Source: an optimization exercise on an open RTL-to-GDS flow (aim: small area). Production flows keep margins and buffers that such runs may drop.
Only simulation tests tie the RTL to the original design; equivalence was not proved.
Power figures rest on the tool's default switching activity, not on a simulated workload.

==> flow/design.v (excerpt) <==
module SPI_Wrapper(MISO,MOSI,SS_n,clk,rst_n);
parameter MEM_DEPTH = 256;
parameter ADDR_SIZE = 8;
input MOSI,SS_n,clk,rst_n;
output MISO;
wire[7:0] tx_data,rx_byte,rx_last;
wire ld_wa,ld_ra,ld_wr;
RAM #(MEM_DEPTH,ADDR_SIZE) ram(clk,rst_n,ld_wa,ld_ra,ld_wr,rx_byte,rx_last,tx_data);
SPI_SLAVE spi(MOSI,SS_n,clk,rst_n,tx_data,MISO,ld_wa,ld_ra,ld_wr,rx_byte,rx_last);
endmodule
Size: roughly 3100 cells after synthesis, roughly 2100 flip-flops, roughly 5 I/O pins.
export LEC_CHECK = 0
export ABC_AREA = 1
export CAP_MARGIN = 20
export CORE_MARGIN = 2
export CORE_UTILIZATION = 65
export CTS_BUF_LIST = sky130_fd_sc_hd__clkbuf_8
export CTS_CLUSTER_DIAMETER = 60
export CTS_CLUSTER_SIZE = 20
export SLEW_MARGIN = 20
create_clock -name core_clock -period 5.0 [get_ports {clk}]
standard.sh (not shown) runs the stock make flow with config.mk's settings and CLKGATE_MAP_FILE= SYNTH_SCRIPT=/design/flow/synth_recipe.tcl, a recipe that flattens the netlist after the stock synthesis.
==> flow/flow/run.sh <==
#!/bin/bash
# The standard layout (the standard.sh: standard synthesis, floorplan,
# placement, CTS, routing, finish), with clock tree synthesis run without
# dummy loads. Each step's own log is under orfs/logs/; make's output goes
# to standard.log here.
set -euo pipefail
export CTS_ARGS="-sink_clustering_enable -repair_clock_nets -dont_use_dummy_load -buf_list sky130_fd_sc_hd__clkbuf_8 -sink_clustering_size 20 -sink_clustering_max_diameter 60"
bash standard.sh finish > standard.log 2>&1
Rerun with:
==> flow/run.sh (new file) <==
#!/bin/bash
# synth_recipe.tcl (not shown) runs the flow's synth.tcl, then flattens the netlist and writes it again
# the make line also repeats each setting of config.mk as NAME=value (left out here)
make -C /OpenROAD-flow-scripts/flow DESIGN_CONFIG=/design/flow/config.mk WORK_HOME=/design/flow/orfs CLKGATE_MAP_FILE= SYNTH_SCRIPT=/design/flow/synth_recipe.tcl finish
removed: flow/flow/run.sh
removed: flow/standard.sh
Non-clock buffer count stays the same.
Core utilization goes up by 0.41 points.
Via count is about the same.
Combinational power goes up slightly.
Design area goes up slightly.
Final cell count goes up slightly.
Critical path depth does not change.
Count of clock-buffer cells in the layout goes up by 1.
Routed wire length stays flat.
Global-route usage is about the same.


Another version of the RTL of SPI_Wrapper (not shown whole).
Size: ~2,800 cells after synthesis, ~2,100 flip-flops.
==> flow/config.mk <==
export PLATFORM = sky130hd
export DESIGN_NAME = SPI_Wrapper
export DESIGN_NICKNAME = SPI_Wrapper
export VERILOG_FILES = /design/flow/design.v
export SDC_FILE = /design/flow/constraint.sdc
export NUM_CORES = 4
export LEC_CHECK = 0
export CAP_MARGIN = 20
export CORE_MARGIN = 2
export CORE_UTILIZATION = 65
export CTS_BUF_LIST = sky130_fd_sc_hd__clkbuf_8
export CTS_CLUSTER_DIAMETER = 60
export CTS_CLUSTER_SIZE = 20
export SLEW_MARGIN = 20
==> flow/constraint.sdc <==
create_clock -name core_clock -period 5.0 [get_ports {clk}]
set_input_delay 1.0000 -clock core_clock [delete_from_list [all_inputs] [get_ports {clk}]]
set_output_delay 1.0000 -clock core_clock [all_outputs]
set_load 0.01 [all_outputs]
run.sh (not shown) runs the stock make flow with config.mk's settings and CLKGATE_MAP_FILE= SYNTH_SCRIPT=/design/flow/synth_recipe.tcl, a recipe that flattens the netlist after the stock synthesis.
Stock flow here: none of the scripts above is used.
Next try:
--- a/flow/config.mk
+++ b/flow/config.mk
@@ -9,6 +9,3 @@
 export CORE_MARGIN = 2
-export CORE_UTILIZATION = 65
-export CTS_BUF_LIST = sky130_fd_sc_hd__clkbuf_8
-export CTS_CLUSTER_DIAMETER = 60
-export CTS_CLUSTER_SIZE = 20
+export CORE_UTILIZATION = 40
 export SLEW_MARGIN = 20
The new run completed without violations.
Clock skew decreases by 0.033 ns.
Via count increases by a few percent.
Register-to-register slack loses 0.05 ns.
Next try:
--- a/flow/config.mk
+++ b/flow/config.mk
@@ -7,5 +7,9 @@
 export LEC_CHECK = 0
+export ABC_AREA = 1
 export CAP_MARGIN = 20
 export CORE_MARGIN = 2
-export CORE_UTILIZATION = 40
+export CORE_UTILIZATION = 65
+export CTS_BUF_LIST = sky130_fd_sc_hd__clkbuf_8
+export CTS_CLUSTER_DIAMETER = 60
+export CTS_CLUSTER_SIZE = 18
 export SLEW_MARGIN = 20
After rerunning: Die area is lower by 38%. Utilization goes up by 23 points. Routed wire length goes up by 0.36%. Cell count falls by 8.8%. Cell area shrinks by 8.8%. Worst hold slack degrades by 0.17 ns. Power fell by 21%. Sequential power stays flat. Critical path depth fell by 1.


Setup of try-maple:
SPI_Wrapper, a different RTL version from the one above (not shown whole).
For scale: ~2900 cells after synthesis, ~2100 flip-flops.
export LEC_CHECK = 0
export ABC_AREA = 1
export CAP_MARGIN = 20
export CORE_MARGIN = 2
export CORE_UTILIZATION = 65
export CTS_BUF_LIST = sky130_fd_sc_hd__clkbuf_8
export CTS_CLUSTER_DIAMETER = 60
export CTS_CLUSTER_SIZE = 20
export SLEW_MARGIN = 20
create_clock -name core_clock -period 5.0 [get_ports {clk}]
standard.sh (not shown) runs the stock make flow with config.mk's settings and CLKGATE_MAP_FILE= SYNTH_SCRIPT=/design/flow/synth_recipe.tcl, a recipe that flattens the netlist after the stock synthesis.
==> flow/flow/run.sh <==
#!/bin/bash
# The standard layout (the standard.sh: standard synthesis, floorplan,
# placement, CTS, routing, finish), with clock tree synthesis run without
# dummy loads. Each step's own log is under orfs/logs/; make's output goes
# to standard.log here.
set -euo pipefail
export CTS_ARGS="-sink_clustering_enable -repair_clock_nets -dont_use_dummy_load -buf_list sky130_fd_sc_hd__clkbuf_8 -sink_clustering_size 20 -sink_clustering_max_diameter 60"
bash standard.sh finish > standard.log 2>&1
No stage failed in try-maple, and the final checks on the layout all came back clean.
Changes in try-delta relative to try-maple:
==> flow/flow/run.sh <==
#!/bin/bash
# The standard layout (standard.sh) with two changes:
#  1. After the standard synthesis, the logic between the registers is mapped
#     again with ABC's area-oriented mapper (resynth.sh). The registers, their
#     names and cell types, and the ports are kept as synthesis made them.
#  2. Clock tree synthesis runs without dummy loads, with clkbuf_8 clusters
#     of up to 22 sinks.
# Logs: synth.log and standard.log (make's output), resynth.log (Yosys);
# each ORFS step's own log is under orfs/logs/.
set -euo pipefail
export CTS_ARGS="-sink_clustering_enable -repair_clock_nets -dont_use_dummy_load -buf_list sky130_fd_sc_hd__clkbuf_8 -sink_clustering_size 22 -sink_clustering_max_diameter 60"
bash standard.sh synth > synth.log 2>&1
bash flow/resynth.sh orfs/results/$FLOW_PLATFORM/SPI_Wrapper/base/1_2_yosys.v
bash standard.sh finish > standard.log 2>&1
==> flow/flow/resynth.sh (new file) <==
#!/bin/bash
# resynth.sh NETLIST: maps the logic of the synthesized NETLIST again with
# ABC (strash; dch; map -a), keeping every sequential cell instance (kept as
# a black box) and the ports. The standard netlist is kept as NETLIST.std;
# Yosys's output goes to resynth.log in the current folder.
set -euo pipefail
N=$1
YOSYS=$(command -v yosys || echo "$FLOW_HOME/../tools/install/yosys/bin/yosys")
LIB=$FLOW_HOME/platforms/sky130hd/lib/sky130_fd_sc_hd__tt_025C_1v80.lib
cp "$N" "$N.std"
# sequential cells used by the netlist: kept as black boxes
SEQ=$(grep -oE "sky130_fd_sc_hd__(df|edf|sdf|sedf|dl)[a-z0-9_]+" "$N.std" | sort -u | tr '\n' ' ')
# the platform's don't-use cells
DU=""
for c in sky130_fd_sc_hd__probe_p_8 sky130_fd_sc_hd__probec_p_8 $(grep -oE 'cell *\("?sky130_fd_sc_hd__lpflow_[a-z0-9_]+' "$LIB" | grep -oE 'sky130_fd_sc_hd__lpflow_[a-z0-9_]+' | sort -u); do
  DU="$DU -dont_use $c"
done
printf 'strash\ndch\nmap -a\ntopo\n' > resynth.abc
$YOSYS -l resynth.log -p "
read_liberty -ignore_miss_func $LIB
blackbox $SEQ
read_verilog $N.std
hierarchy -top $FLOW_TOP
flatten
opt -purge
abc -liberty $LIB $DU -script resynth.abc
opt_clean -purge
stat -liberty $LIB
write_verilog -noattr -nohex -nodec $N
" > /dev/null
touch "$N"
Findings:
try-delta finished all stages; the layout is clean.
Row clock transition at the registers of the reported paths: try-delta higher / try-maple lower
try-delta vs. try-maple: global-route wire length before repair picked up an extra 2.3%; total power lost 0.26 mW.


== run A ==
Starting RTL as in the previous note.
Design SPI_Wrapper, start of the top module:
module SPI_Wrapper(MISO,MOSI,SS_n,clk,rst_n);
parameter MEM_DEPTH = 256;
parameter ADDR_SIZE = 8;
input MOSI,SS_n,clk,rst_n;
output MISO;
wire[7:0] tx_data,rx_byte,rx_last;
wire ld_wa,ld_ra,ld_wr;
RAM #(MEM_DEPTH,ADDR_SIZE) ram(clk,rst_n,ld_wa,ld_ra,ld_wr,rx_byte,rx_last,tx_data);
SPI_SLAVE spi(MOSI,SS_n,clk,rst_n,tx_data,MISO,ld_wa,ld_ra,ld_wr,rx_byte,rx_last);
endmodule
clock: 5.0 ns
lec_check: 0
abc_area: 1
cap_margin: 20
core_margin: 2
core_utilization: 65
cts_buf_list: sky130_fd_sc_hd__clkbuf_8
cts_cluster_diameter: 60
cts_cluster_size: 20
slew_margin: 20
run.sh (not shown) runs the stock make flow with config.mk's settings and CLKGATE_MAP_FILE= SYNTH_SCRIPT=/design/flow/synth_recipe.tcl, a recipe that flattens the netlist after the stock synthesis.
Stock flow here: none of the scripts above is used.
[inputs] run B vs run A
==> flow/flow/run.sh (new file) <==
#!/bin/bash
# The standard layout (the standard.sh: standard synthesis, floorplan,
# placement, CTS, routing, finish), with clock tree synthesis run without
# dummy loads. Each step's own log is under orfs/logs/; make's output goes
# to standard.log here.
set -euo pipefail
export CTS_ARGS="-sink_clustering_enable -repair_clock_nets -dont_use_dummy_load -buf_list sky130_fd_sc_hd__clkbuf_8 -sink_clustering_size 22 -sink_clustering_max_diameter 60"
bash standard.sh finish > standard.log 2>&1
==> flow/standard.sh (new file) <==
#!/bin/bash
# synth_recipe.tcl (not shown) runs the flow's synth.tcl, then flattens the netlist and writes it again
# the make line also repeats each setting of config.mk as NAME=value (left out here)
make -C /OpenROAD-flow-scripts/flow DESIGN_CONFIG=/design/flow/config.mk WORK_HOME=/design/flow/orfs CLKGATE_MAP_FILE= SYNTH_SCRIPT=/design/flow/synth_recipe.tcl "${@:-finish}"
removed: flow/run.sh
Results
Relative to run A, minimum setup slack in the final design has gone up in run B.
Via count normalized by instance count, run B and run A: smaller value in run A
Share of the clock period used by the worst path after layout in run B vs run A: down 1.6 points
Delta(global-route usage, run B - run A) < 0

-- afterwards: timing with drivers on the ports --
Ports are ideal in the flow. The routed layouts listed here were re-timed in OpenROAD.
Step 1, drivers: a clkbuf_16 drives clk and a buf_2 each remaining input, both assumed.
Step 2, shift: input delay + t, output delay - t, t = (earliest + latest rising clock arrival at the registers) / 2. This alone moves slack from input paths to output paths.
Slacks: ideal / step 1 / step 2; pairs: ideal / step 1.
run | t (ns) | setup slack, ns | clock arrival spread, ns | worst data-port slew with drivers (ns)
the first run of note 1 | 0.784 | 1.086 / 1.029 / 1.488 | 0.107 / 0.108 | 0.03
the second run of note 1 | 0.837 | 1.007 / 0.943 / 1.517 | 0.038 / 0.039 | 0.03
the first run of note 2 | 0.814 | 0.866 / 0.866 / 0.866 | 0.063 / 0.062 | 0.06
the second run of note 2 | 0.843 | 0.813 / 0.813 / 0.813 | 0.031 / 0.031 | 0.03
the third run of note 2 | 0.855 | 1.458 / 1.458 / 1.458 | 0.055 / 0.055 | 0.05
try-maple | 0.770 | 1.664 / 1.605 / 2.376 | 0.072 / 0.073 | 0.03
try-delta | 0.752 | 1.205 / 1.151 / 1.903 | 0.124 / 0.123 | 0.11
run A | 0.811 | 1.570 / 1.512 / 2.323 | 0.035 / 0.035 | 0.03
run B | 0.775 | 1.651 / 1.591 / 2.367 | 0.079 / 0.079 | 0.03
After both steps every run listed still meets setup and hold.
